Context: an optimization exercise on an open-source flow, tuned for small area, a short achievable clock period and few clock cycles. The choices shown serve that exercise and are no tape-out recipe. The RTL was checked by simulation tests, not by an equivalence proof against the original design.

==> flow/design.v (outline; a module is shown in full before it is edited, if it fits) <==
// module neural: 2959 lines
// module accum: 344 lines
// module classfier: 16 lines
// module nnctrl: 178 lines
module nnctrl ( reset, clk, input_signal, in, category,
                ram_addr, ram_we, ram_wdata, ram_rdata, rom_addr, rom_rdata,
                done, ready, score0, score1 ) ;
	input 		reset, clk ;
	input		input_signal ;
	input[31:0] in ;
	output 		category ;
	output[10:0]	ram_addr ;
	output		ram_we ;
	output[31:0]	ram_wdata ;
	input[31:0]	ram_rdata ;
	output[16:0]	rom_addr ;
	input[31:0]	rom_rdata ;
	output reg	done ;
	output reg	ready ;
	output[31:0]	score0, score1 ;
	localparam INIT = 2'd0, IN = 2'd1, COMP = 2'd2, FIN = 2'd3 ;
	reg [1:0]	state ;
	reg [1:0]	icnt ;
	reg		isig_d ;
	reg		we ;
	reg		f0_en, f0_bias ;	 
	reg [2:1]	f_en ;
	reg [5:1]	f_bias ;
	reg [10:0]	addr_ram ;
	reg [16:0]	addr_rom ;
	reg [6:0]	m ;			 
	reg [15:0]	one_r, two_r, neg_r ;	 
	reg [14:0]	xe_r ;
	reg		sa_r ;
	reg [31:0]	wr ;
	reg [62:12]	sr, cr, tr ;	 
	reg		cl_r ;	 
	reg [31:0]	acc, res ;
	assign ram_addr = addr_ram ;
	assign ram_we = we ;
	assign ram_wdata = res ;
	assign rom_addr = addr_rom ;
	assign score0 = res ;
	assign score1 = acc ;
	wire		en = f_en[2] ;
	wire [32:0]	xb = { ram_rdata, 1'b0 } ;
	wire [15:0]	one_d, two_d, neg_d ;
	genvar j ;
	generate for ( j = 0 ; j < 16 ; j = j+1 ) begin : enc
		wire x1 = xb[2*j+2], x0 = xb[2*j+1], xm = xb[2*j] ;
		assign one_d[j] = en & ( x0 ^ xm ) ;
		assign two_d[j] = ( en & ( ( x1 & ~x0 & ~xm ) | ( ~x1 & x0 & xm ) ) ) | ( j == 15 && f_bias[2] ) ;
		assign neg_d[j] = en & x1 & ~( x0 & xm ) ;
	end endgenerate
	wire [62:12]	tsr, tcr, ttr ;
	wire		tcl ;
  // ...
==> flow/flow/run.sh <==
#!/bin/bash
set -euo pipefail
W=$(pwd)
R=$W/orfs/results/$FLOW_PLATFORM/nnctrl/base
bash standard.sh synth > synth.log 2>&1
cp $R/1_2_yosys.v $W/synth_standard.v
python3 $W/flow/polarity.py $W/synth_standard.v $W/synth_polarity.v > polarity.log 2>&1
python3 $W/flow/fastfa.py $W/synth_polarity.v $R/1_2_yosys.v 2.8 '^\\?[sctu]r\[' > fastfa.log 2>&1
rm -f $R/1_synth.odb
bash standard.sh finish SETUP_SLACK_MARGIN=7.4 TNS_END_PERCENT=100 "BUFFER_PORTS_ARGS=-buffer_cell sky130_fd_sc_hd__buf_2" > layout.log 2>&1
==> flow/flow/fastfa.py <==
#!/usr/bin/env python3
"""Replace timing-critical full adders by a faster equivalent.

A sky130 fa cell is slow from every input (about 0.4-0.5 ns).  With
p = a ^ b, a full adder is also  sum = p ^ c,  cout = maj(a, b, c): the late
input c reaches sum through one XOR2 and cout through one MAJ3.  Half adders
on those paths become XOR2 + AND2.
This script estimates arrival times with a simple delay model, and replaces
the full adders on the slowest paths by that form (with the latest input as
c) until the estimated critical path stops improving or reaches TARGET.

usage: fastfa.py in.v out.v [target_ns [endpoint_regex]] [-v]
"""
import re, sys, collections

src = open(sys.argv[1]).read()
TARGET = float(sys.argv[3]) if len(sys.argv) > 3 else 0.0
cell_re = re.compile(r'^(\s*)(sky130_fd_sc_hd__\w+)\s+(\S+)\s*\((.*?)\);\s*$', re.S | re.M)
pin_re = re.compile(r'\.(\w+)\(((?:\\\S+\s)|[^()]*?)\)', re.S)
cells = []
for m in cell_re.finditer(src):
    pins = {}
    for pm in pin_re.finditer(m.group(4)):
        pins[pm.group(1)] = pm.group(2).strip()
    cells.append([m.group(2), m.group(3), pins, m.span()])

OUTPINS = {'X', 'Y', 'SUM', 'COUT', 'Q', 'Q_N', 'HI', 'LO'}
def base(t):
    return t.split('__')[-1].rsplit('_', 1)[0]
SEQ = lambda t: base(t).startswith(('df', 'edf', 'sdf'))

driver = {}
loads = collections.defaultdict(list)
for i, c in enumerate(cells):
    for p, n in c[2].items():
        if not n:
            continue
        if p in OUTPINS:
            driver[n] = (i, p)
        else:
            loads[n].append((i, p))

DFA = {'SUM': 0.47, 'COUT': 0.40}
def cdelay(t, outpin):
    b = base(t)
    if b == 'fa':
        return DFA[outpin]
    if b == 'ha':
        return 0.30 if outpin == 'SUM' else 0.25
    if b in ('inv', 'clkinv'):
        return 0.06
    if b in ('buf', 'clkbuf'):
        return 0.15
    if b in ('xor2', 'xnor2'):
        return 0.17
    if SEQ(t):
        return 0.40
    return 0.22

def fo_pen(n):
    return 0.015 * max(0, len(loads[n]) - 1)

# fast[i] = name of the input pin used as the late input
fast = {}

def arrivals():
    arr = {}
    order = []
    # topological by DFS from each net
    sys.setrecursionlimit(100000)
    def net_arr(n):
        if n in arr:
            return arr[n]
        arr[n] = 0.0
        if n not in driver:
            arr[n] = 0.3   # primary input (port) or constant
            return arr[n]
        i, p = driver[n]
        t = cells[i][0]
        if SEQ(t):
            arr[n] = cdelay(t, p) + fo_pen(n)
            return arr[n]
        ins = {q: net_arr(m) for q, m in cells[i][2].items() if q not in OUTPINS and m}
        if i in fast and fast[i] == 'HA':
            v = max(ins.values()) + (0.17 if p == 'SUM' else 0.15)
        elif i in fast:
            L = fast[i]
            others = [q for q in ('A', 'B', 'CIN') if q != L]
            tp = max(ins[q] for q in others) + 0.17
            if p == 'SUM':
                v = max(tp, ins[L]) + 0.17
            else:
                v = max(ins.values()) + 0.33
        else:
            v = (max(ins.values()) if ins else 0.0) + cdelay(t, p)
        arr[n] = v + fo_pen(n)
        return arr[n]
    for n in list(driver):
        net_arr(n)
    return arr

EPRE = re.compile(sys.argv[4] if len(sys.argv) > 4 and not sys.argv[4].startswith('-') else '.')
def endpoints():
    eps = []
    for i, c in enumerate(cells):
        if SEQ(c[0]) and EPRE.search(c[1]):
            for p, n in c[2].items():
                if p not in OUTPINS and p not in ('CLK',) and n:
                    eps.append(n)
    return eps

def crit_fas(arr, tmax, eps):
    # required times backward
    req = collections.defaultdict(lambda: 1e9)
    for n in eps:
        req[n] = min(req[n], tmax)
    # process nets in decreasing arrival order
    nets = sorted(arr, key=lambda n: -arr[n])
    crit = []
    for n in nets:
        if n not in driver or req[n] >= 1e9:
            continue
        i, p = driver[n]
        t = cells[i][0]
        if SEQ(t):
            continue
        r_out = req[n] - fo_pen(n)
        for q, m in cells[i][2].items():
            if q in OUTPINS or not m:
                continue
            if i in fast and fast[i] == 'HA':
                d = 0.17 if p == 'SUM' else 0.15
            elif i in fast:
                d = (0.17 if q == fast[i] else 0.34) if p == 'SUM' else 0.33
            else:
                d = cdelay(t, p)
            req[m] = min(req[m], r_out - d)
        if base(t) in ('fa', 'ha') and i not in fast and arr[n] > r_out - 0.02:
            crit.append(i)
    return crit

eps = endpoints()
arr = arrivals()
t0 = max(arr[n] for n in eps if n in arr)
best = t0
for it in range(40):
    arr = arrivals()
    tmax = max(arr[n] for n in eps if n in arr)
    if tmax <= TARGET:
        break
    crit = crit_fas(arr, tmax, eps)
    if not crit:
        break
    for i in set(crit):
        if base(cells[i][0]) == 'ha':
            fast[i] = 'HA'
            continue
        ins = {q: arr.get(m, 0.0) for q, m in cells[i][2].items() if q in ('A', 'B', 'CIN')}
        fast[i] = max(ins, key=ins.get)
arr = arrivals()
t1 = max(arr[n] for n in eps if n in arr)
sys.stderr.write('fastfa: estimated critical %.2f -> %.2f ns, %d of %d full adders and %d of %d half adders replaced\n'
                 % (t0, t1, sum(1 for v in fast.values() if v != 'HA'), sum(1 for c in cells if base(c[0]) == 'fa'),
                    sum(1 for v in fast.values() if v == 'HA'), sum(1 for c in cells if base(c[0]) == 'ha')))

def q(n):
    return n + (' ' if n.startswith('\\') else '')
out = []
pos = 0
k = 0
for i, c in enumerate(cells):
    s, e = c[3]
    out.append(src[pos:s])
    pos = e
    if i not in fast:
        out.append(src[s:e])
        continue
    if fast[i] == 'HA':
        nm = c[1].lstrip('\\').strip()
        txt = ''
        if c[2].get('SUM'):
            txt += '  sky130_fd_sc_hd__xor2_1 \\%s_s  (\n    .A(%s),\n    .B(%s),\n    .X(%s)\n  );\n' % (nm, q(c[2]['A']), q(c[2]['B']), q(c[2]['SUM']))
        if c[2].get('COUT'):
            txt += '  sky130_fd_sc_hd__and2_1 \\%s_c  (\n    .A(%s),\n    .B(%s),\n    .X(%s)\n  );' % (nm, q(c[2]['A']), q(c[2]['B']), q(c[2]['COUT']))
        out.append(txt)
        continue
    L = fast[i]
    a1, a2 = [c[2][x] for x in ('A', 'B', 'CIN') if x != L]
    cc = c[2][L]
    pn = '_ffp%d_' % k
    k += 1
    nm = c[1].lstrip('\\').strip()
    txt = '  wire %s;\n' % pn
    txt += '  sky130_fd_sc_hd__xor2_1 \\%s_p  (\n    .A(%s),\n    .B(%s),\n    .X(%s)\n  );\n' % (nm, q(a1), q(a2), pn)
    if c[2].get('SUM'):
        txt += '  sky130_fd_sc_hd__xor2_1 \\%s_s  (\n    .A(%s),\n    .B(%s),\n    .X(%s)\n  );\n' % (nm, pn, q(cc), q(c[2]['SUM']))
    if c[2].get('COUT'):
        txt += '  sky130_fd_sc_hd__maj3_1 \\%s_c  (\n    .A(%s),\n    .B(%s),\n    .C(%s),\n    .X(%s)\n  );' % (nm, q(a1), q(a2), q(cc), q(c[2]['COUT']))
    out.append(txt)
out.append(src[pos:])
open(sys.argv[2], 'w').write(''.join(out))
if '-v' in sys.argv:
    n = max((n for n in eps if n in arr), key=lambda n: arr[n])
    while n in driver:
        i, p = driver[n]
        sys.stderr.write('  %.2f %s %s %s%s\n' % (arr[n], cells[i][0].split('__')[-1], cells[i][1], p, ' FAST' if i in fast else ''))
        if SEQ(cells[i][0]):
            break
        ins = [(arr.get(m, 0), m) for q2, m in cells[i][2].items() if q2 not in OUTPINS and m]
        n = max(ins)[1]
==> flow/flow/polarity.py <==
#!/usr/bin/env python3
"""Inverter removal around full adders in a flat gate-level Verilog netlist.

A full adder is self-dual: FA(~a, ~b, ~c) = (~sum, ~cout).  An XOR2 can be
swapped for an XNOR2 to complement its output.  This script chooses, for every
full adder and XOR/XNOR gate, whether to complement it so that the number of
inverters needed between cells is smallest, then rewrites the netlist.
Registers and every other cell are left as they are.

usage: polarity.py in.v out.v
"""
import re, sys, random, collections

src = open(sys.argv[1]).read()

# ---- parse the module body into cell instances
mod_m = re.search(r'^module\s+(\S+)\s*\((.*?)\);', src, re.S | re.M)
cell_re = re.compile(r'^(\s*)(sky130_fd_sc_hd__\w+)\s+(\S+)\s*\((.*?)\);\s*$', re.S | re.M)
pin_re = re.compile(r'\.(\w+)\(((?:\\\S+\s)|[^()]*?)\)', re.S)

cells = []          # [type, name, {pin: net}, span]
for m in cell_re.finditer(src):
    pins = {}
    for pm in pin_re.finditer(m.group(4)):
        pins[pm.group(1)] = pm.group(2).strip()
    cells.append([m.group(2), m.group(3), pins, m.span()])

OUTPINS = {'X', 'Y', 'SUM', 'COUT', 'Q', 'Q_N', 'HI', 'LO'}

def base(t):
    return t.split('__')[-1].rsplit('_', 1)[0]

def is_inv(c):
    return base(c[0]) in ('inv', 'clkinv')

def is_buf(c):
    return base(c[0]) in ('buf', 'clkbuf')

# nets used outside cell pins (assign statements, ports): frozen
frozen_nets = set()
for a in re.findall(r'^\s*assign\s+(.*?);', src, re.M | re.S):
    for tok in re.findall(r'(\\\S+|[A-Za-z_][\w$]*(?:\[\d+\])?)', a):
        frozen_nets.add(tok)
port_names = set(re.findall(r'(?:input|output|inout)\s+(?:\[[^\]]*\]\s*)?(\S+?)\s*;', src))

def net_frozen(n):
    b = n.split('[')[0] if not n.startswith('\\') else n
    return n in frozen_nets or b in frozen_nets or b in port_names

driver = {}
loads = collections.defaultdict(list)
for i, c in enumerate(cells):
    for p, n in c[2].items():
        if p in OUTPINS:
            driver[n] = (i, p)
        else:
            loads[n].append((i, p))

# ---- root of every net through inverter chains
def root(n):
    par = 0
    seen = 0
    while n in driver and (is_inv(cells[driver[n][0]]) or is_buf(cells[driver[n][0]])):
        par ^= is_inv(cells[driver[n][0]])
        n = cells[driver[n][0]][2]['A']
        seen += 1
        if seen > 50:
            raise SystemExit('inverter loop')
    return n, par

# ---- signals: root net -> consumers (non-inverter pins) with parity
groups = collections.defaultdict(lambda: {'cons': [], 'nets': set(), 'invs': []})
for i, c in enumerate(cells):
    if is_inv(c) or is_buf(c):
        r, par = root(c[2]['A'])
        g = groups[r]
        g['invs'].append(i)
        g['nets'].add(c[2]['Y' if is_inv(c) else 'X'])
        continue
    for p, n in c[2].items():
        if p in OUTPINS:
            continue
        r, par = root(n)
        groups[r]['cons'].append((i, p, par))
        groups[r]['nets'].add(n)

FLIPFA = lambda c: base(c[0]) == 'fa'
FLIPX = lambda c: base(c[0]) in ('xor2', 'xnor2')

flip = {}
for i, c in enumerate(cells):
    if FLIPFA(c) or FLIPX(c):
        flip[i] = 0

opt_groups = {}
for r, g in groups.items():
    if not g['invs'] and not any(cells[i][0] and FLIPFA(cells[i]) for i, p, q in g['cons']) \
            and not (r in driver and driver[r][0] in flip):
        continue
    nets = set(g['nets']) | {r}
    if any(net_frozen(n) for n in nets) or r not in driver:
        # frozen signal: its driver and consumers keep polarity only if we
        # never flip them; mark them unflippable
        for i, p, q in g['cons']:
            flip.pop(i, None)
        if r in driver:
            flip.pop(driver[r][0], None)
        continue
    opt_groups[r] = g

# consumers that are fixed-polarity are fine; flippable driver of a frozen net removed above
cell_groups = collections.defaultdict(set)
for r, g in opt_groups.items():
    d = driver[r][0]
    cell_groups[d].add(r)
    for i, p, q in g['cons']:
        cell_groups[i].add(r)

def gcost(r):
    g = opt_groups[r]
    fd = flip.get(driver[r][0], 0)
    for i, p, q in g['cons']:
        pc = flip.get(i, 0) if FLIPFA(cells[i]) else 0
        if q ^ fd ^ pc:
            return 1
    return 0

before = sum(len(g['invs']) for g in opt_groups.values())
cur = {r: gcost(r) for r in opt_groups}
random.seed(1)
import math
order = list(flip)
best = dict(flip); bestc = sum(cur.values()); total = bestc
T = 2.0
for step in range(400000):
    i = order[random.randrange(len(order))]
    gs = cell_groups[i]
    old = sum(cur[r] for r in gs)
    flip[i] ^= 1
    new = {r: gcost(r) for r in gs}
    d = sum(new.values()) - old
    if d <= 0 or random.random() < math.exp(-d / T):
        cur.update(new)
        total += d
        if total < bestc:
            bestc = total; best = dict(flip)
    else:
        flip[i] ^= 1
    T = max(0.02, 2.0 * (1 - step / 300000.0))
flip = best
cur = {r: gcost(r) for r in opt_groups}
after = sum(cur.values())
sys.stderr.write('polarity: %d signals, inverters %d -> %d, flipped %d cells\n'
                 % (len(opt_groups), before, after, sum(flip.values())))

# ---- rewrite
remove = set()
newpins = {}           # (cell, pin) -> net
newcells = []
newwires = []
k = 0
for r, g in opt_groups.items():
    remove.update(g['invs'])
    fd = flip.get(driver[r][0], 0)
    inv_net = None
    for i, p, q in g['cons']:
        pc = flip.get(i, 0) if FLIPFA(cells[i]) else 0
        if q ^ fd ^ pc:
            if inv_net is None:
                inv_net = '_pol%d_' % k
                k += 1
                newwires.append(inv_net)
                newcells.append('  sky130_fd_sc_hd__inv_1 %s_i (\n    .A(%s),\n    .Y(%s)\n  );\n'
                                % (inv_net, r + (' ' if r.startswith('\\') else ''), inv_net))
            newpins[(i, p)] = inv_net
        else:
            newpins[(i, p)] = r

out = []
pos = 0
for i, c in enumerate(cells):
    s, e = c[3]
    out.append(src[pos:s])
    pos = e
    if i in remove:
        continue
    t = c[0]
    pins = dict(c[2])
    for p in list(pins):
        if (i, p) in newpins:
            pins[p] = newpins[(i, p)]
    if FLIPX(c) and flip.get(i, 0):
        if base(t) == 'xor2':
            t = t.replace('xor2', 'xnor2')
            pins['Y'] = pins.pop('X')
        else:
            t = t.replace('xnor2', 'xor2')
            pins['X'] = pins.pop('Y')
    body = ',\n'.join('    .%s(%s%s)' % (p, n, ' ' if n.startswith('\\') else '') for p, n in pins.items())
    out.append('  %s %s (\n%s\n  );' % (t, c[1], body))
out.append(src[pos:])
res = ''.join(out)
# declare new wires and add new inverters before endmodule
decl = ''.join('  wire %s;\n' % w for w in newwires)
em = res.rfind('endmodule')
res = res[:em] + decl + ''.join(newcells) + res[em:]
open(sys.argv[2], 'w').write(res)
==> flow/standard.sh <==
#!/bin/bash
# synth_recipe.tcl (not shown) runs the flow's synth.tcl, then flattens the netlist and writes it again
# the make line also repeats each setting of config.mk as NAME=value (left out here)
make -C /OpenROAD-flow-scripts/flow DESIGN_CONFIG=/design/flow/config.mk WORK_HOME=/design/flow/orfs CLKGATE_MAP_FILE= SYNTH_SCRIPT=/design/flow/synth_recipe.tcl "${@:-finish}"
==> flow/config.mk <==
export PLATFORM = sky130hd
export DESIGN_NAME = nnctrl
export DESIGN_NICKNAME = nnctrl
export VERILOG_FILES = /design/flow/design.v
export SDC_FILE = /design/flow/constraint.sdc
export NUM_CORES = 4
export LEC_CHECK = 0
export ABC_CLOCK_PERIOD_IN_PS = 3000
export CAP_MARGIN = 20
export CORE_MARGIN = 2
export CORE_UTILIZATION = 55
export SLEW_MARGIN = 20
==> flow/constraint.sdc <==
create_clock -name core_clock -period 11.0 [get_ports {clk}]
set_input_delay 2.2000 -clock core_clock [delete_from_list [all_inputs] [get_ports {clk}]]
set_output_delay 2.2000 -clock core_clock [all_outputs]
set_load 0.01 [all_outputs]
==> summary.md, run 1 <==
| Metric | Value |
|---|---|
| Outcome | `no timing/DRC/antenna violations` |
| GRT met2 Usage | `0.571` |
| Reg-to-reg critical path startpoint | `two_r[3]$_DFF_P_` |
| Setup slack after layout | `~7.3 ns` |
| Detailed Place HPWL | `roughly 74000 um` |
| Cell depth of the worst flop-to-flop path | `12` |
| Clock buffer count | `slightly below 60` |
| Mapped Cells | `between 3000 and 4000` |
| Multi-input logic area | `between 0.02 and 0.03 mm^2` |
| Clock Tree Buf Depth | `3` |
| WL met2 | `52900 um` |
| Crit-path slowest cell | `fa_1` |
| Worst Setup SP | `two_r[3]$_DFF_P_` |
| Initial antenna violation count | `4` |
| WS Path Type | `flop to flop` |
| Final #Nets | `between 4000 and 5000` |
| Hold Startpoint | `f_bias[3]$_DFF_PP0_` |
| Num tapcells | `roughly 840` |
| FILL cells | `5180` |
| Post-Syn Area | `0.0346 mm^2` |
| Placed cell area | `approximately 0.037 mm^2` |
| Worst-Skew Late Latency | `between 0.6 and 0.7 ns` |
| CP endpoint | `cl_r$_DFF_P_` |
| Postcts setup bufs | `22` |
| Die Wd | `~250 um` |
| Dpl ws | `6.48 ns` |
| Met3 WL | `roughly 13000 um` |
| Drt total wl | `121000 um` |
| Setup TNS | `0 ns` |
| Minimum clock period | `3.68 ns` |
| Total track usage | `0.363` |
| IO Pins | `between 200 and 250` |
| Top class by area | `multi-input combinational cells` |
| RSZ-0062 raised after global routing | `yes` |
| Max stage delay on crit path | `roughly 0.56 ns` |
| DRC | `0` |
| Die extent in y | `roughly 250 um` |
| Mapped Avg Cell Area | `between 10 and 15 um^2` |
| Vias post-DR | `29445` |
| Port bufs | `226` |
Testbench counts, summed over its fixed seeds: cycles 1,215,690.
==> run 2, diff against run 1 <==
--- a/flow/config.mk
+++ b/flow/config.mk
@@ -9,4 +9,6 @@
 export CAP_MARGIN = 20
 export CORE_MARGIN = 2
-export CORE_UTILIZATION = 55
+export CORE_UTILIZATION = 70
+export CTS_BUF_LIST = sky130_fd_sc_hd__clkbuf_8
+export CTS_CLUSTER_SIZE = 20
 export SLEW_MARGIN = 20
==> summary.md, run 2 <==
| Metric | Value |
|---|---|
| Clk_skew | `between 0.04 and 0.05 ns` |
| Row count | `81` |
| Largest registers | `cr (51), sr (51), tr (51)` |
| IO Pins | `227 (unchanged)` |
| Share of cells above drive strength 1 | `0.139` |
| YS warnings | `2` |
| Final instance area | `0.0395 mm^2` |
| WS Path Type | `flop to flop` |
| Die area | `~0.05 mm^2` |
| Core area | `just under 0.05 mm^2` |
| Vias in the first global route | `30808` |
| ANT nets after route | `0` |
| Least-Margin Pin Slew | `roughly 0.80 ns` |
| Post-Syn Area | `0.0346 mm^2 (unchanged)` |
| Max Slew Vio Count | `0` |
| Arrival @ worst endpoint | `4.23 ns` |
| Die Wd | `226 um (-11%)` |
| RSZ-0062 raised after global routing | `yes` |
| Overflow left after global routing | `0` |
| Max_slew headroom | `0.468` |
| MaxCap Viol Count | `0` |
| Hold_ws | `roughly 0.35 ns` |
| CTS tree | `built` |
| Mapped Cells | `3409 (unchanged)` |
| Die extent in y | `226 um (-11%)` |
| RD Place Congestion | `between 0.9 and 1` |
| DRC | `0 (unchanged)` |
| Syn Nets | `3916` |
| Commonest non-fill, non-tap cells in the layout | `613 x xor2_1, 490 x a22oi_1, 442 x xnor2_1` |
| Placed cell area | `0.0369 mm^2 (-0.64%)` |
| Worst-Skew Late Latency | `0.70 ns (+0.09 ns)` |
| Final Hold Fails | `0` |
| Total CTS buffers | `60` |
| Final Cycle Share | `0.332` |
| Vias per inst | `slightly below 7` |
| Commonest non-fill, non-tap cell in the layout | `xor2_1` |
| Worst setup EP type | `flop` |
| WHS Path Cells | `0` |
| Root Buffer | `clkbuf_8` |
| Dpl ws | `6.53 ns (+0.0501 ns)` |
| Global-route wire length before repair | `roughly 170000 um` |
| Minimum clock period | `3.66 ns (-0.0252 ns)` |
| Req. time, crit path | `11.57 ns` |
| First drt pass iteration count | `8` |
| F_max | `between 200 and 300 MHz` |
| Outcome | `no timing/DRC/antenna violations` |
| Detailed Place HPWL | `70800 um (-4.8%)` |
| Initial antenna violation count | `8 (+4)` |
| CP Max Fanout | `17` |
| Clock Tree Buf Depth | `3 (unchanged)` |
| Post-layout util | `0.808` |
| Vias post-DR | `30452 (+3.4%)` |
| H-tree Lvls | `2` |
| Crit start category | `flop` |
| Final setup fails | `0` |
| Initial core utilization | `0.708` |
| Mapped Avg Cell Area | `10.1 um^2 (unchanged)` |
| Final #Nets | `4289 (+0.14%)` |
| Syn-to-layout area delta | `14.2%` |
| Port bufs | `226 (unchanged)` |
| Largest net degree at the start of global routing | `67` |
| CTS Sinks | `around 370` |
| Clk slew on worst S/H paths | `0.06 ns` |
| DRT iter0 DRCs | `~4300` |
| Cell depth of the worst flop-to-flop path | `11 (-1)` |
| Drt total wl | `114000 um (-5.5%)` |
| Setup slack after layout | `7.34 ns (+0.0252 ns)` |
| Total track usage | `0.427 (+0.0637)` |
| Hold Path Class | `flop to flop` |
| WL per Instance | `25.4 um` |
| Setup TNS | `0 ns (unchanged)` |
==> run 2: area by class of cell <==
class / count / area, um^2
Clock inverter: 32 / 221
Antenna cell: 7 / 17.5
Tap cell: 664 / 831
Timing Repair inverter: 4 / 30.0
Multi-Input combinational cell: 2890 / 26300
Clock buffer: 75 / 1030
Inverter: 111 / 432
Fill cell: 3167 / 9380
Sequential cell: 369 / 7920
Timing Repair Buffer: 346 / 2690
==> run 2: final timing paths <==
path | startpoint | endpoint | slack [ns]
hold / removal | f_bias[3]$_DFF_PP0_ | f_bias[4]$_DFF_PP0_ | 0.35
setup / recovery | wr[10]$_DFF_P_ | cl_r$_DFF_P_ | 7.34
max in group asynchronous | reset | keep$_DFF_PP0_ | 8.88
hold reg to reg | f_bias[3]$_DFF_PP0_ | f_bias[4]$_DFF_PP0_ | 0.35
min in group asynchronous | reset | icnt[1]$_DFFE_PP0P_ | 1.62
setup reg to reg | wr[10]$_DFF_P_ | cl_r$_DFF_P_ | 7.34
==> run 2: metal layers <==
metal	vias to the layer above	routed length, um	track usage
met3	738	16000	0.128
met5	-	13	0
li1	12802	-	-
met4	2	8620	0.275
met2	2426	49000	0.649
met1	14484	40600	0.529
==> run 2: critical path, stage by stage, from the launching register on <==
cell and delay, ns:
dfxtp_4 0.40, buf_12 0.20, a22oi_2 0.12, xnor2_1 0.30, fa_2 0.50, fa_1 0.40, fa_1 0.47, ha_1 0.30
ha_1 0.34, o211a_1 0.17, a221oi_2 0.22, o21ai_1 0.11
==> run 2: repair_timing <==
action                     4_1_cts  5_1_grt
hold endpoints to repair         0        0
pin swaps                        8       22
setup buffers                   25       10
hold buffers                     0        0
setup endpoints to repair      106       19
resized for setup               76      100
cloned                           7       11
==> run 2: stage by stage <==
stage | std cells
floorplan | 3409
global placement | 4331
detailed placement | 4331
CTS | 4470
global route | 4495
finish | 4498
==> run 3, diff against run 2 <==
--- a/flow/config.mk
+++ b/flow/config.mk
@@ -9,5 +9,5 @@
 export CAP_MARGIN = 20
 export CORE_MARGIN = 2
-export CORE_UTILIZATION = 70
+export CORE_UTILIZATION = 62
 export CTS_BUF_LIST = sky130_fd_sc_hd__clkbuf_8
 export CTS_CLUSTER_SIZE = 20
==> summary.md, run 3 <==
| Metric | Value |
|---|---|
| Final setup fails | `0 (unchanged)` |
| Worst-Skew Late Latency | `0.69 ns (about the same)` |
| Syn Nets | `3916 (unchanged)` |
| Crit-path slowest cell | `buf_4` |
| Largest net degree at the start of global routing | `67 (unchanged)` |
| Detailed Place HPWL | `71800 um (+1.5%)` |
| Reg-to-reg critical path startpoint | `neg_r[12]$_DFF_P_` |
| Drt total wl | `116000 um (+1.4%)` |
| Vias in the first global route | `30407 (-1.3%)` |
| Vias post-DR | `29851 (-2.0%)` |
| Post-Syn Area | `0.0346 mm^2 (unchanged)` |
| CP Max Fanout | `35 (+18)` |
| Vias per inst | `6.50 (-3.9%)` |
| Commonest non-fill, non-tap cell in the layout | `xor2_1` |
| Arrival @ worst endpoint | `4.15 ns (-0.08 ns)` |
| Cells along the critical path | `buf_4 -> xnor2_1 -> maj3_1 -> maj3_1 -> maj3_1 -> maj3_1 -> maj3_1 -> and2_1` |
| Global-route wire length before repair | `174000 um (+3.3%)` |
| Crit start category | `flop` |
| Core area | `0.0551 mm^2 (+13%)` |
| Clock Tree Buf Depth | `3 (unchanged)` |
| RD Place Congestion | `0.905 (-7.6%)` |
| Setup TNS | `0 ns (unchanged)` |
| Hold Startpoint | `f_bias[3]$_DFF_PP0_` |
| WL per Instance | `25.2 um (-0.63%)` |
| Worst Setup SP | `neg_r[12]$_DFF_P_` |
| Clk_skew | `0.0404 ns (-0.00756 ns)` |
| Req. time, crit path | `11.55 ns (-0.02 ns)` |
| H-tree Lvls | `2 (unchanged)` |
| Syn-to-layout area delta | `15.2%` |
| Largest registers | `cr (51), sr (51), tr (51)` |
| Port bufs | `226 (unchanged)` |
| Hold Path Class | `flop to flop` |
| Clk slew on worst S/H paths | `0.06 ns (about the same)` |
| YS warnings | `2 (unchanged)` |
| ANT nets after route | `0 (unchanged)` |
| Commonest non-fill, non-tap cells in the layout | `611 x xor2_1, 487 x a22oi_1, 440 x xnor2_1` |
| Initial antenna violation count | `3 (-5)` |
| Max Slew Vio Count | `0 (unchanged)` |
| IO Pins | `227 (unchanged)` |
| Die extent in y | `240 um (+6.1%)` |
| FF/Latch Area | `0.00792 mm^2 (about the same)` |
| Setup slack after layout | `7.40 ns (+0.0537 ns)` |
| Dpl ws | `6.50 ns (-0.0295 ns)` |
| Minimum clock period | `3.60 ns (-0.0537 ns)` |
| DRT iter0 DRCs | `3443 (-20%)` |
| Least-Margin Pin Slew | `0.824 ns (+0.0263 ns)` |
| Post-layout util | `0.723 (-0.0850)` |
| Overflow left after global routing | `0 (unchanged)` |
| Max stage delay on crit path | `0.62 ns (+0.12 ns)` |
| Share of cells above drive strength 1 | `0.146 (+0.00720)` |
| CTS Sinks | `369 (unchanged)` |
| Final Hold Fails | `0 (unchanged)` |
| MaxCap Viol Count | `0 (unchanged)` |
| RSZ-0062 raised after global routing | `yes` |
| Outcome | `no timing/DRC/antenna violations` |
| Buf/Inv on CP | `1 (unchanged)` |
| First drt pass iteration count | `8 (unchanged)` |
| Mapped Avg Cell Area | `10.1 um^2 (unchanged)` |
| Max_slew headroom | `0.451 (-0.0175)` |
| Die Wd | `240 um (+6.1%)` |
| Family with the most delay on the worst path | `adder cells` |
| Final Cycle Share | `0.327 (-0.00488)` |
| CP dominant cell by count | `maj3_1` |
| Mapped Cells | `3409 (unchanged)` |
| Worst setup EP type | `flop` |
| Total track usage | `0.395 (-0.0320)` |
| Multi-input logic area | `0.0263 mm^2 (+0.16%)` |
| DRC | `0 (unchanged)` |
| WS Path Type | `flop to flop` |
| CTS tree | `built` |
| Row count | `86 (+6.2%)` |
| Final #Nets | `4293 (+0.093%)` |
| F_max | `278 MHz (+1.5%)` |
| Initial core utilization | `0.628 (-0.0802)` |
| FILL cells | `4214 (+33%)` |
| Total CTS buffers | `60 (unchanged)` |
| Root Buffer | `clkbuf_8` |
| Die area | `0.0577 mm^2 (+13%)` |
[run 3: routing by layer]
metal / share of wire / global-route usage / vias to the layer above
met1: 0.37 / 0.504 / 14337
li1: - / - / 12801
met2: 0.43 / 0.606 / 2101
met5: 0 / 0 / -
met3: 0.13 / 0.100 / 612
met4: 0.067 / 0.233 / 0
[run 3: timing repair]
item / in CTS / in global routing
gates cloned: 13 / 4
setup endpoints to repair: 103 / 31
resized for setup: 107 / 68
pin swaps: 9 / 21
hold buffers: 0 / 0
setup buffers: 31 / 9
[run 3: per-stage QoR]
stage | hold WS, ns | cell area, um^2 | std cells
6_report | 0.349 | 39800 | 4590
5_1_grt | 0.368 | 39800 | 4588
4_1_cts | 0.350 | 39300 | 4572
3_5_place_dp | 0.335 | 37000 | 4415
3_3_place_gp | 0.337 | 37000 | 4415
2_1_floorplan | 0.331 | 34600 | 3409
[run 3: path summary, 6_finish.rpt]
| path | endpoint | slack (ns) | cells past startpoint |
|---|---|---|---|
| worst max-delay path | cr[32]$_DFF_P_ | 7.40 | 8 |
| worst min-delay path | f_bias[4]$_DFF_PP0_ | 0.35 | 0 |
| worst max register to register | cr[32]$_DFF_P_ | 7.40 | 8 |
| worst min register to register | f_bias[4]$_DFF_PP0_ | 0.35 | 0 |
| max in group asynchronous | keep$_DFF_PP0_ | 8.85 | 2 |
| min in group asynchronous | ready$_DFFE_PP0P_ | 1.64 | 2 |
[run 3: area by class of cell]
| type | instances | area share |
|---|---|---|
| well taps | 748 | 0.0235 |
| repair inverters | 4 | 0.000754 |
| clock inverters | 37 | 0.00845 |
| multi-input cells | 2890 | 0.661 |
| inverters | 111 | 0.0108 |
| clock buffers | 76 | 0.0263 |
| flip-flops and latches | 369 | 0.199 |
| diodes | 5 | 0.000314 |
| repair buffers | 350 | 0.0700 |
==> run 4, diff against run 3 <==
--- a/flow/config.mk
+++ b/flow/config.mk
@@ -11,4 +11,5 @@
 export CORE_UTILIZATION = 62
 export CTS_BUF_LIST = sky130_fd_sc_hd__clkbuf_8
-export CTS_CLUSTER_SIZE = 20
+export CTS_CLUSTER_DIAMETER = 60
+export CTS_CLUSTER_SIZE = 25
 export SLEW_MARGIN = 20
==> summary.md, run 4 <==
| Metric | Value |
|---|---|
| Die extent in y | `240 um (unchanged)` |
| Initial core utilization | `0.628 (unchanged)` |
| Total CTS buffers | `36 (-40%)` |
| Overflow left after global routing | `0 (unchanged)` |
| WL per Instance | `25.2 um (about the same)` |
| Final setup fails | `0 (unchanged)` |
| Setup TNS | `0 ns (unchanged)` |
| WS Path Type | `flop to flop` |
| Core area | `0.0551 mm^2 (unchanged)` |
| MaxCap Viol Count | `0 (unchanged)` |
| Share of cells above drive strength 1 | `0.140 (-0.00591)` |
| Minimum clock period | `3.62 ns (+0.0146 ns)` |
| Cell depth of the worst flop-to-flop path | `12 (+4)` |
| Final Cycle Share | `0.329 (+0.00133)` |
| CTS Sinks | `369 (unchanged)` |
| Buf/Inv on CP | `1 (unchanged)` |
| Worst-Skew Late Latency | `0.69 ns (about the same)` |
| First drt pass iteration count | `9 (+1)` |
| CP dominant cell by count | `ha_1` |
| Global-route wire length before repair | `174000 um (-0.45%)` |
| Setup slack after layout | `7.38 ns (-0.0146 ns)` |
| Clk_skew | `0.0648 ns (+0.0245 ns)` |
| Final #Nets | `4278 (-0.35%)` |
| Mapped Cells | `3409 (unchanged)` |
| Max stage delay on crit path | `0.50 ns (-0.12 ns)` |
| Largest registers | `cr (51), sr (51), tr (51)` |
| IO Pins | `227 (unchanged)` |
| DRT iter0 DRCs | `3452 (+0.26%)` |
| H-tree Lvls | `2 (unchanged)` |
| CTS tree | `built` |
| Vias in the first global route | `30099 (-1.0%)` |
| Crit-path slowest cell | `fa_1` |
| Post-Syn Area | `0.0346 mm^2 (unchanged)` |
| Initial antenna violation count | `5 (+2)` |
| Outcome | `no timing/DRC/antenna violations` |
| Detailed Place HPWL | `71800 um (unchanged)` |
| Crit start category | `flop` |
| Max_slew headroom | `0.481 (+0.0299)` |
| Total track usage | `0.394 (-0.00103)` |
| Family with the most delay on the worst path | `adder cells` |
| Worst R2R Setup Slack | `7.38 ns (about the same)` |
| Uppermost layer routed | `met5` |
| Commonest non-fill, non-tap cells in the layout | `611 x xor2_1, 489 x a22oi_1, 441 x xnor2_1` |
| Mapped Avg Cell Area | `10.1 um^2 (unchanged)` |
| Worst setup EP type | `flop` |
| Cells along the critical path | `buf_12 -> a22oi_1 -> xnor2_1 -> fa_1 -> fa_1 -> ha_1 -> ha_1 -> ha_1 -> ha_1 -> a21o_1 -> a221oi_2 -> o21ai_1` |
| Clk slew on worst S/H paths | `0.11 ns (+0.05 ns)` |
| Die Wd | `240 um (unchanged)` |
| RD Place Congestion | `0.905 (unchanged)` |
| Vias post-DR | `29737 (-0.38%)` |
| Vias per inst | `6.53 (+0.47%)` |
| Die area | `0.0577 mm^2 (unchanged)` |
| Syn Nets | `3916 (unchanged)` |
| Met3 WL | `14000 um (-4.5%)` |
| Port bufs | `226 (unchanged)` |
| Row count | `86 (unchanged)` |
| Drt total wl | `115000 um (-0.95%)` |
| Hold Path Class | `flop to flop` |
| WL met2 | `49900 um (-0.41%)` |
| Commonest non-fill, non-tap cell in the layout | `xor2_1` |
| ANT nets after route | `0 (unchanged)` |
| DRC | `0 (unchanged)` |
| Largest net degree at the start of global routing | `67 (unchanged)` |
| YS warnings | `2 (unchanged)` |
| Clock Tree Buf Depth | `3 (unchanged)` |
| Root Buffer | `clkbuf_8` |
| F_max | `277 MHz (-0.40%)` |
| Number of cells on the critical path | `12 (+4)` |
| Dpl ws | `6.50 ns (unchanged)` |
| RSZ-0062 raised after global routing | `yes` |
| Arrival @ worst endpoint | `4.18 ns (+0.03 ns)` |
| Req. time, crit path | `11.56 ns (about the same)` |
| Post-layout util | `0.715 (-0.00813)` |
| Syn-to-layout area delta | `13.9%` |
| Max Slew Vio Count | `0 (unchanged)` |
| WHS Path Cells | `0 (unchanged)` |
| Wire length on met1 | `43900 um (+1.2%)` |
| Least-Margin Pin Slew | `0.779 ns (-0.0449 ns)` |
| Final Hold Fails | `0 (unchanged)` |
| CP Max Fanout | `17 (-51%)` |
==> run 4: routing by layer <==
metal,global-route usage,up-vias
li1,-,12752
met1,0.502,14430
met2,0.604,1992
met3,0.110,557
met4,0.218,6
met5,0,-
==> run 4: final cells by class <==
type / count / area (um^2)
Tap cell: 748 / 936
Inverter: 111 / 432
Clock buffer: 39 / 537
Sequential cell: 369 / 7920
Clock inverter: 27 / 287
Fill cell: 4296 / 15700
Multi-Input combinational cell: 2890 / 26300
Timing Repair inverter: 4 / 30.0
Timing Repair Buffer: 359 / 2900
Antenna cell: 4 / 10.0
==> run 4: what timing repair did <==
item	4_1_cts	5_1_grt
resized for setup	117	64
pin swaps	12	21
hold buffers	0	0
endpoints found under the setup margin	107	38
buffers inserted	29	21
cloned	14	2
==> run 4: final timing paths <==
| path | startpoint | to |
|---|---|---|
| hold reg to reg | f_bias[1]$_DFF_PP0_ | f_bias[2]$_DFF_PP0_ |
| max in group asynchronous | reset | keep$_DFF_PP0_ |
| setup / recovery | wr[7]$_DFF_P_ | cl_r$_DFF_P_ |
| setup reg to reg | wr[7]$_DFF_P_ | cl_r$_DFF_P_ |
| hold / removal | f_bias[1]$_DFF_PP0_ | f_bias[2]$_DFF_PP0_ |
| min in group asynchronous | reset | f0_bias$_DFFE_PP0P_ |
==> run 4: metrics by stage <==
step / instance area, um^2 / hold slack [ns] / instances
4_1_cts: 38800 / 0.353 / 4524
2_1_floorplan: 34600 / 0.331 / 3409
5_1_grt: 39400 / 0.361 / 4550
3_3_place_gp: 37000 / 0.337 / 4415
6_report: 39400 / 0.349 / 4551
3_5_place_dp: 37000 / 0.335 / 4415
==> run 5, diff against run 4 <==
--- a/flow/flow/run.sh
+++ b/flow/flow/run.sh
@@ -8,3 +8,3 @@
 python3 $W/flow/fastfa.py $W/synth_polarity.v $R/1_2_yosys.v 2.8 '^\\?[sctu]r\[' > fastfa.log 2>&1
 rm -f $R/1_synth.odb
-bash standard.sh finish SETUP_SLACK_MARGIN=7.4 TNS_END_PERCENT=100 "BUFFER_PORTS_ARGS=-buffer_cell sky130_fd_sc_hd__buf_2" > layout.log 2>&1
+bash standard.sh finish SETUP_SLACK_MARGIN=7.35 TNS_END_PERCENT=10 "BUFFER_PORTS_ARGS=-buffer_cell sky130_fd_sc_hd__buf_2" > layout.log 2>&1
--- a/flow/config.mk
+++ b/flow/config.mk
@@ -11,5 +11,4 @@
 export CORE_UTILIZATION = 62
 export CTS_BUF_LIST = sky130_fd_sc_hd__clkbuf_8
-export CTS_CLUSTER_DIAMETER = 60
-export CTS_CLUSTER_SIZE = 25
+export CTS_CLUSTER_SIZE = 20
 export SLEW_MARGIN = 20
==> summary.md, run 5 <==
| Metric | Value |
|---|---|
| DRT iter0 DRCs | `3641 (+5.5%)` |
| IO Pins | `227 (unchanged)` |
| Cts hold-fix bufs | `0 (unchanged)` |
| Commonest non-fill, non-tap cells in the layout | `613 x xor2_1, 491 x a22oi_1, 443 x xnor2_1` |
| Largest net degree at the start of global routing | `67 (unchanged)` |
| Syn-to-layout area delta | `13.2%` |
| WS Path Type | `flop to flop` |
| Mapped Cells | `3409 (unchanged)` |
| Final #Nets | `4272 (-0.14%)` |
| Largest registers | `cr (51), sr (51), tr (51)` |
| Detailed Place HPWL | `72000 um (+0.21%)` |
| Commonest non-fill, non-tap cell in the layout | `xor2_1` |
| Arrival @ worst endpoint | `4.24 ns (+0.06 ns)` |
| Initial core utilization | `0.628 (unchanged)` |
| Clk_skew | `0.0449 ns (-0.0200 ns)` |
| Core area | `0.0551 mm^2 (unchanged)` |
| Root Buffer | `clkbuf_8` |
| Req. time, crit path | `11.52 ns (-0.04 ns)` |
| Row count | `86 (unchanged)` |
| FILL cells | `4207 (-2.1%)` |
| WHS Path Cells | `0 (unchanged)` |
| Drt total wl | `113000 um (-1.6%)` |
| Final Cycle Share | `0.338 (+0.00935)` |
| Global-route wire length before repair | `168000 um (-3.5%)` |
| ANT nets after route | `0 (unchanged)` |
| Die extent in y | `240 um (unchanged)` |
| Post-Syn Area | `0.0346 mm^2 (unchanged)` |
| Final setup fails | `0 (unchanged)` |
| Port bufs | `226 (unchanged)` |
| MaxCap Viol Count | `0 (unchanged)` |
| YS warnings | `2 (unchanged)` |
| Clk slew on worst S/H paths | `0.06 ns (-0.05 ns)` |
| Hold Path Class | `flop to flop` |
| Vias in the first global route | `29476 (-2.1%)` |
| Mapped Avg Cell Area | `10.1 um^2 (unchanged)` |
| Worst setup EP type | `flop` |
| Outcome | `no timing/DRC/antenna violations` |
| Total track usage | `0.378 (-0.0159)` |
| Final Hold Fails | `0 (unchanged)` |
| Share of cells above drive strength 1 | `0.133 (-0.00753)` |
| RSZ-0062 raised after global routing | `yes` |
| Die Wd | `240 um (unchanged)` |
| Multi-input logic area | `0.0262 mm^2 (-0.54%)` |
| H-tree Lvls | `3 (+1)` |
| RD Place Congestion | `0.890 (-1.6%)` |
| Overflow left after global routing | `0 (unchanged)` |
| Vias per inst | `6.45 (-1.2%)` |
| Placed cell area | `0.0369 mm^2 (about the same)` |
| Worst-Skew Late Latency | `0.67 ns (-0.02 ns)` |
| First drt pass iteration count | `8 (-1)` |
| CP Max Fanout | `33 (+16)` |
| Clock Tree Buf Depth | `3 (unchanged)` |
| Least-Margin Pin Slew | `0.878 ns (+0.0998 ns)` |
| Total CTS buffers | `66 (+83%)` |
| Worst R2R Setup Slack | `7.28 ns (-0.10 ns)` |
| CTS Sinks | `369 (unchanged)` |
| WL per Instance | `24.8 um (-1.8%)` |
| Final instance area | `0.0391 mm^2 (-0.61%)` |
| Crit start category | `flop` |
| Syn Nets | `3916 (unchanged)` |
| Max Slew Vio Count | `0 (unchanged)` |
| CTS tree | `built` |
| Cell depth of the worst flop-to-flop path | `9 (-3)` |
| Minimum clock period | `3.72 ns (+0.103 ns)` |
| Initial antenna violation count | `6 (+1)` |
| Hold_ws | `0.347 ns (-0.00223 ns)` |
| Vias post-DR | `29445 (-0.98%)` |
| Setup TNS | `0 ns (unchanged)` |
| Die area | `0.0577 mm^2 (unchanged)` |
| Max_slew headroom | `0.414 (-0.0665)` |
| DRC | `0 (unchanged)` |
| F_max | `269 MHz (-2.8%)` |
| FF/Latch Area | `0.00794 mm^2 (+0.16%)` |
## run 5: changes by cell type in the layout (fill, tap and decap cells not counted), moves of 6 or more
| cell | before | now |
|---|---|---|
| dfxtp_4 | 21 | 27 |
| dfxtp_2 | 31 | 23 |
| clkinvlp_4 | 9 | 3 |
| bufbuf_16 | 10 | 0 |
| buf_6 | 32 | 4 |
| clkbuf_8 | 39 | 83 |
| inv_1 | 113 | 130 |
| clkbuf_16 | 3 | 9 |
## run 5: critical path, stage by stage (launching register included)
cell and delay [ns]:
dfxtp_2 0.31, buf_4 0.55, a22oi_1 0.23, xnor2_1 0.22, maj3_1 0.45, maj3_1 0.43
maj3_1 0.41, maj3_1 0.39, maj3_1 0.40, and2_1 0.18
## run 5: worst paths after layout
| check | from | to |
|---|---|---|
| hold / removal | f_bias[3]$_DFF_PP0_ | f_bias[4]$_DFF_PP0_ |
| min in group asynchronous | reset | icnt[1]$_DFFE_PP0P_ |
| setup / recovery | one_r[8]$_DFF_P_ | cr[31]$_DFF_P_ |
| setup reg to reg | one_r[8]$_DFF_P_ | cr[31]$_DFF_P_ |
| hold reg to reg | f_bias[3]$_DFF_PP0_ | f_bias[4]$_DFF_PP0_ |
| max in group asynchronous | reset | keep$_DFF_PP0_ |
## run 5: metrics by stage
stage | setup slack, ns | utilization | instances
4_1_cts | 7.27 | 0.698 | 4531
3_3_place_gp | 6.33 | 0.670 | 4412
2_1_floorplan | 7.18 | - | 3409
5_1_grt | 7.22 | 0.711 | 4562
6_report | 7.28 | 0.711 | 4563
3_5_place_dp | 6.37 | 0.670 | 4412
## run 5: final cells by class
cell class | count | area share
Sequential cell | 369 | 0.203
Timing Repair Buffer | 326 | 0.0596
Clock buffer | 83 | 0.0292
Antenna cell | 4 | 0.000256
Inverter | 111 | 0.0109
Tap cell | 748 | 0.0239
Clock inverter | 31 | 0.00416
Multi-Input combinational cell | 2890 | 0.669
Timing Repair inverter | 1 | 0.000192
## run 5: per-layer routing
layer / up-vias / global-route usage / wire, um
met4: 2 / 0.216 / 7010
li1: 12744 / - / -
met5: - / 0 / 13
met3: 558 / 0.0878 / 13700
met1: 14136 / 0.491 / 43000
met2: 2005 / 0.580 / 49300
## run 5: what timing repair did
action,CTS,global route
setup endpoints to repair,101,35
cloned,1,9
pin swaps,5,7
setup buffers,4,19
resized for setup,46,90
==> run 6, diff against run 5 <==
--- a/flow/flow/run.sh
+++ b/flow/flow/run.sh
@@ -8,3 +8,3 @@
 python3 $W/flow/fastfa.py $W/synth_polarity.v $R/1_2_yosys.v 2.8 '^\\?[sctu]r\[' > fastfa.log 2>&1
 rm -f $R/1_synth.odb
-bash standard.sh finish SETUP_SLACK_MARGIN=7.35 TNS_END_PERCENT=10 "BUFFER_PORTS_ARGS=-buffer_cell sky130_fd_sc_hd__buf_2" > layout.log 2>&1
+bash standard.sh finish SETUP_SLACK_MARGIN=7.6 TNS_END_PERCENT=100 "BUFFER_PORTS_ARGS=-buffer_cell sky130_fd_sc_hd__buf_2" > layout.log 2>&1
==> summary.md, run 6 <==
| Metric | Value |
|---|---|
| Outcome | `no timing/DRC/antenna violations` |
| Core area | `0.0551 mm^2 (unchanged)` |
| Cts hold-fix bufs | `0 (unchanged)` |
| Overflow left after global routing | `0 (unchanged)` |
| Max Slew Vio Count | `0 (unchanged)` |
| Cell depth of the worst flop-to-flop path | `13 (+4)` |
| RD Place Congestion | `0.886 (-0.40%)` |
| Commonest non-fill, non-tap cells in the layout | `606 x xor2_1, 484 x a22oi_1, 436 x xnor2_1` |
| Die extent in y | `240 um (unchanged)` |
| Vias post-DR | `30717 (+4.3%)` |
| Syn Nets | `3916 (unchanged)` |
| Global-route wire length before repair | `177000 um (+5.8%)` |
| Hold Path Class | `flop to flop` |
| CP dominant cell by count | `ha_4` |
| Cells along the critical path | `buf_12 -> buf_4 -> a22oi_2 -> xnor2_1 -> fa_1 -> fa_1 -> ha_2 -> ha_4 -> ha_4 -> ha_4 -> o211a_1 -> a221oi_2 -> o21ai_1` |
| Total CTS buffers | `61 (-7.6%)` |
| Least-Margin Pin Slew | `1.03 ns (+0.152 ns)` |
| Crit-path slowest cell | `fa_1` |
| Crit start category | `flop` |
| Worst setup EP type | `flop` |
| H-tree Lvls | `2 (-1)` |
| Final #Nets | `4416 (+3.4%)` |
| Die area | `0.0577 mm^2 (unchanged)` |
| Clk_skew | `0.0604 ns (+0.0155 ns)` |
| CTS tree | `built` |
| Clk slew on worst S/H paths | `0.06 ns (about the same)` |
| WS Path Type | `flop to flop` |
| ANT nets after route | `0 (unchanged)` |
| Post-layout util | `0.756 (+0.0454)` |
| Largest registers | `cr (51), sr (51), tr (51)` |
| Vias in the first global route | `30412 (+3.2%)` |
| Die Wd | `240 um (unchanged)` |
| First drt pass iteration count | `8 (unchanged)` |
| Final Hold Fails | `0 (unchanged)` |
| Final Cycle Share | `0.324 (-0.0145)` |
| RSZ-0062 raised after global routing | `yes` |
| MaxCap Viol Count | `0 (unchanged)` |
| Drt total wl | `121000 um (+6.8%)` |
| FILL cells | `3952 (-6.1%)` |
| DRC | `0 (unchanged)` |
| Minimum clock period | `3.56 ns (-0.160 ns)` |
| Req. time, crit path | `11.58 ns (+0.06 ns)` |
| F_max | `281 MHz (+4.5%)` |
| Setup slack after layout | `7.44 ns (+0.160 ns)` |
| Mapped Cells | `3409 (unchanged)` |
| Vias per inst | `6.52 (+0.98%)` |
| Max stage delay on crit path | `0.50 ns (-0.05 ns)` |
| WHS Path Cells | `0 (unchanged)` |
| Port bufs | `226 (unchanged)` |
| Mapped Avg Cell Area | `10.1 um^2 (unchanged)` |
| IO Pins | `227 (unchanged)` |
| Root Buffer | `clkbuf_8` |
| Worst-Skew Late Latency | `0.73 ns (+0.06 ns)` |
| Initial antenna violation count | `5 (-1)` |
| YS warnings | `2 (unchanged)` |
| Commonest non-fill, non-tap cell in the layout | `xor2_1` |
| DRT iter0 DRCs | `4023 (+10%)` |
| CP Max Fanout | `5 (-85%)` |
| Share of cells above drive strength 1 | `0.200 (+0.0676)` |
| Max_slew headroom | `0.313 (-0.101)` |
| Final setup fails | `0 (unchanged)` |
| Initial core utilization | `0.628 (unchanged)` |
| Setup TNS | `0 ns (unchanged)` |
| Detailed Place HPWL | `71700 um (-0.34%)` |
| Clock Tree Buf Depth | `3 (unchanged)` |
| Syn-to-layout area delta | `20.5%` |
| WL per Instance | `25.6 um (+3.4%)` |
| Row count | `86 (unchanged)` |
| Dpl ws | `6.50 ns (+0.128 ns)` |
| CTS Sinks | `369 (unchanged)` |
| Largest net degree at the start of global routing | `67 (unchanged)` |
| Post-Syn Area | `0.0346 mm^2 (unchanged)` |
| Arrival @ worst endpoint | `4.14 ns (-0.10 ns)` |
| Total track usage | `0.404 (+0.0255)` |
run 6: path summary, 6_finish.rpt:
path	from	to	slack, ns
max reg2reg	wr[6]$_DFF_P_	cl_r$_DFF_P_	7.44
min	f_en[1]$_DFF_PP0_	f_en[2]$_DFF_PP0_	0.34
min reg2reg	f_en[1]$_DFF_PP0_	f_en[2]$_DFF_PP0_	0.34
min in group asynchronous	reset	icnt[0]$_DFFE_PP0P_	1.63
max	wr[6]$_DFF_P_	cl_r$_DFF_P_	7.44
max in group asynchronous	reset	keep$_DFF_PP0_	8.85
run 6: layer usage:
layer | up-vias | wire (um) | track usage
li1 | 13071 | - | -
met1 | 14717 | 44500 | 0.505
met2 | 2218 | 51600 | 0.618
met3 | 711 | 15500 | 0.120
met4 | 0 | 9120 | 0.236
met5 | - | 0 | 0
run 6: through the flow:
step / hold slack, ns / instances / instance area, um^2
6_report: 0.343 / 4714 / 41600
5_1_grt: 0.356 / 4713 / 41600
4_1_cts: 0.351 / 4638 / 40400
3_5_place_dp: 0.337 / 4403 / 37000
3_3_place_gp: 0.333 / 4403 / 37000
2_1_floorplan: 0.331 / 3409 / 34700
run 6: critical path: cells and delay by family (launching register included):
family	cells	cell delay, ns
DFF	1	0.39
xor gates and xnor gates	1	0.16
adders and majority gates	6	1.83
buffers and inverters	2	0.30
AOI/OAI and AO/OA	4	0.76
run 6: layout make-up:
class,count,area [um^2],share of cell area
timing repair inverter,3,22.5,0.000541
tap,748,936,0.0225
clock buffer,80,1100,0.0264
multi-input combinational,2890,26500,0.637
sequential,369,8080,0.194
clock inverter,36,317,0.00760
timing repair buffer,473,4210,0.101
antenna,4,10.0,0.000240
inverter,111,432,0.0104
run 6: what timing repair did:
| action | CTS | global route |
|---|---|---|
| pin swaps | 26 | 37 |
| resized for setup | 221 | 127 |
| buffers inserted | 110 | 66 |
| gates cloned | 9 | 6 |
| setup endpoints to repair | 235 | 126 |
==> run 7, diff against run 6 <==
--- a/flow/flow/run.sh
+++ b/flow/flow/run.sh
@@ -8,3 +8,3 @@
 python3 $W/flow/fastfa.py $W/synth_polarity.v $R/1_2_yosys.v 2.8 '^\\?[sctu]r\[' > fastfa.log 2>&1
 rm -f $R/1_synth.odb
-bash standard.sh finish SETUP_SLACK_MARGIN=7.6 TNS_END_PERCENT=100 "BUFFER_PORTS_ARGS=-buffer_cell sky130_fd_sc_hd__buf_2" > layout.log 2>&1
+bash standard.sh finish SETUP_SLACK_MARGIN=7.3 TNS_END_PERCENT=100 "BUFFER_PORTS_ARGS=-buffer_cell sky130_fd_sc_hd__buf_2" > layout.log 2>&1
==> summary.md, run 7 <==
| Metric | Value |
|---|---|
| First drt pass iteration count | `10 (+2)` |
| WHS Path Cells | `0 (unchanged)` |
| DRT iter0 DRCs | `4044 (+0.52%)` |
| Vias per inst | `6.44 (-1.2%)` |
| Mapped Avg Cell Area | `10.1 um^2 (unchanged)` |
| Clk_skew | `0.0351 ns (-0.0253 ns)` |
| CP dominant cell by count | `maj3_1` |
| Max stage delay on crit path | `0.44 ns (-0.06 ns)` |
| Arrival @ worst endpoint | `4.22 ns (+0.08 ns)` |
| Setup TNS | `0 ns (unchanged)` |
| Clk slew on worst S/H paths | `0.06 ns (about the same)` |
| Total track usage | `0.382 (-0.0212)` |
| Buf/Inv on CP | `3 (+1)` |
| MaxCap Viol Count | `0 (unchanged)` |
| Placed cell area | `0.0370 mm^2 (about the same)` |
| Vias in the first global route | `29562 (-2.8%)` |
| Syn Nets | `3916 (unchanged)` |
| Hold Path Class | `flop to flop` |
| YS warnings | `2 (unchanged)` |
| Die Wd | `240 um (unchanged)` |
| Cell depth of the worst flop-to-flop path | `11 (-2)` |
| Root Buffer | `clkbuf_8` |
| Syn-to-layout area delta | `13.8%` |
| IO Pins | `227 (unchanged)` |
| Final Cycle Share | `0.333 (+0.00935)` |
| F_max | `273 MHz (-2.8%)` |
| Placed instance count | `4418 (+0.34%)` |
| Worst setup EP type | `flop` |
| Multi-input logic area | `0.0262 mm^2 (-1.2%)` |
| Die area | `0.0577 mm^2 (unchanged)` |
| Crit start category | `flop` |
| Total CTS buffers | `60 (-1.6%)` |
| RD Place Congestion | `0.893 (+0.79%)` |
| Port bufs | `226 (unchanged)` |
| Commonest non-fill, non-tap cell in the layout | `xor2_1` |
| Req. time, crit path | `11.55 ns (-0.03 ns)` |
| RSZ-0062 raised after global routing | `no` |
| Largest net degree at the start of global routing | `67 (unchanged)` |
| FILL cells | `4242 (+7.3%)` |
| FF/Latch Area | `0.00794 mm^2 (-1.8%)` |
| Mapped Cells | `3409 (unchanged)` |
| Share of cells above drive strength 1 | `0.138 (-0.0620)` |
| WS Path Type | `flop to flop` |
| Final Hold Fails | `0 (unchanged)` |
| Largest registers | `cr (51), sr (51), tr (51)` |
| R2R Path End | `cr[32]$_DFF_P_` |
| CP Max Fanout | `21 (+16)` |
| Initial core utilization | `0.628 (unchanged)` |
| Cells along the critical path | `buf_6 -> clkinv_1 -> buf_6 -> xor2_1 -> maj3_1 -> xor2_1 -> xor2_1 -> maj3_1 -> maj3_1 -> maj3_1 -> and2_1` |
| Hold_ws | `0.345 ns (+0.00253 ns)` |
| Worst R2R Setup Slack | `7.34 ns (-0.10 ns)` |
| Worst-Skew Late Latency | `0.69 ns (-0.04 ns)` |
| CTS tree | `built` |
| Hold Path Sink | `f_bias[4]$_DFF_PP0_` |
| Final instance area | `0.0393 mm^2 (-5.6%)` |
| Hold Startpoint | `f_bias[3]$_DFF_PP0_` |
| Core area | `0.0551 mm^2 (unchanged)` |
| Crit-path slowest cell | `maj3_1` |
| Row count | `86 (unchanged)` |
| Least-Margin Pin Slew | `0.870 ns (-0.160 ns)` |
| Max Slew Vio Count | `0 (unchanged)` |
| Family with the most delay on the worst path | `adder cells` |
| DRC | `0 (unchanged)` |
| Die extent in y | `240 um (unchanged)` |
| Final #Nets | `4282 (-3.0%)` |
| Drt total wl | `115000 um (-5.1%)` |
| Global-route wire length before repair | `169000 um (-4.7%)` |
| WL per Instance | `25.0 um (-2.2%)` |
| Reg-to-reg critical path startpoint | `neg_r[11]$_DFF_P_` |
| Non-filler cells, final | `4574 (-3.0%)` |
| Outcome | `no timing/DRC/antenna violations` |
| Clock Tree Buf Depth | `3 (unchanged)` |
| Minimum clock period | `3.66 ns (+0.103 ns)` |
| Post-Syn Area | `0.0346 mm^2 (unchanged)` |
| H-tree Lvls | `2 (unchanged)` |
| Max_slew headroom | `0.420 (+0.107)` |
| Initial antenna violation count | `5 (unchanged)` |
| ANT nets after route | `0 (unchanged)` |
| Detailed Place HPWL | `71600 um (-0.21%)` |
| CTS Sinks | `369 (unchanged)` |
| Vias post-DR | `29448 (-4.1%)` |
| Commonest non-fill, non-tap cells in the layout | `613 x xor2_1, 486 x a22oi_1, 441 x xnor2_1` |
| Overflow left after global routing | `0 (unchanged)` |
| Final setup fails | `0 (unchanged)` |
run 7: repair_timing:
action,4_1_cts,5_1_grt
cloned,4,12
hold buffers,0,0
setup endpoints to repair,76,29
pin swaps,2,12
buffers inserted,5,22
resized for setup,65,79
run 7: cell type report:
| type | count | share of cell area |
|---|---|---|
| diodes | 4 | 0.000255 |
| clock buffers | 73 | 0.0255 |
| clock inverters | 36 | 0.00531 |
| inverters | 111 | 0.0109 |
| multi-input cells | 2890 | 0.667 |
| flip-flops and latches | 369 | 0.202 |
| well taps | 748 | 0.0238 |
| repair buffers | 341 | 0.0653 |
| repair inverters | 2 | 0.000382 |
run 7: routing by layer:
| layer | global-route usage | vias to the layer above | part of all wire | wire length, um |
|---|---|---|---|---|
| met5 | 0 | - | 0 | 0 |
| met4 | 0.211 | 0 | 0.061 | 7010 |
| met3 | 0.0852 | 524 | 0.12 | 14100 |
| met2 | 0.601 | 1975 | 0.44 | 50100 |
| met1 | 0.489 | 14176 | 0.38 | 43400 |
| li1 | - | 12773 | - | - |
run 7: worst max path at each step:
stage | from | end | slack [ns] | depth (start not counted)
floorplan | neg_r[4]$_DFF_P_ | cl_r$_DFF_P_ | 7.21 | 11
global placement | keep$_DFF_PP0_ | acc[29]$_DFF_P_ | 6.41 | 10
detailed placement | keep$_DFF_PP0_ | acc[25]$_DFF_P_ | 6.50 | 10
CTS | tr[33]$_DFF_P_ | acc[25]$_DFF_P_ | 7.29 | 10
global route | tr[34]$_DFF_P_ | acc[25]$_DFF_P_ | 7.18 | 11
finish | neg_r[11]$_DFF_P_ | cr[32]$_DFF_P_ | 7.34 | 11
run 7: metrics by stage:
stage | worst slack, ns | util
3_5_place_dp | 6.50 | 0.671
3_3_place_gp | 6.41 | 0.671
6_report | 7.34 | 0.714
4_1_cts | 7.29 | 0.700
5_1_grt | 7.18 | 0.714
2_1_floorplan | 7.21 | -
run 7: worst reg2reg max path, stage by stage, from the launching register on:
cell      delay (ns)
dfxtp_1         0.32
buf_6           0.27
clkinv_1        0.24
buf_6           0.29
xor2_1          0.24
maj3_1          0.39
xor2_1          0.16
xor2_1          0.19
maj3_1          0.42
maj3_1          0.44
maj3_1          0.41
and2_1          0.17

re-timing with driven ports:
In the flow no input, the clock included, has a driving cell. The finished layouts below were timed again as built, in two steps.
Step 1 sets driving cells, clkbuf_16 on the clock port and buf_2 on the other inputs (assumed; they add their load-dependent delay and slew).
Step 2 times the ports against the registers' clock, not the clock port: input delays grow and output delays shrink by t, the midpoint of the rising clock arrivals with the driver on.
Slacks: ideal ports / drivers / drivers and shift; pairs: ideal ports / drivers.
run	t, ns	slack for setup (ns)	latest minus earliest clock arrival (ns)	slew at the worst register clock pin (ns)
run 1	0.651	7.319 / 7.319 / 7.117	0.045 / 0.045	0.07 / 0.07
run 2	0.736	7.345 / 7.345 / 7.127	0.050 / 0.050	0.08 / 0.08
run 3	0.738	7.398 / 7.398 / 7.132	0.045 / 0.045	0.07 / 0.07
run 4	0.716	7.384 / 7.384 / 7.140	0.064 / 0.065	0.11 / 0.11
run 5	0.707	7.281 / 7.281 / 7.123	0.046 / 0.045	0.07 / 0.07
run 6	0.763	7.440 / 7.439 / 7.149	0.061 / 0.060	0.09 / 0.09
run 7	0.734	7.338 / 7.338 / 7.135	0.035 / 0.036	0.07 / 0.07
After both steps setup and hold are still met in every run listed. The setup slack of run 6, which loses most, moves by -0.001 ns with the drivers and by -0.291 ns with both steps.
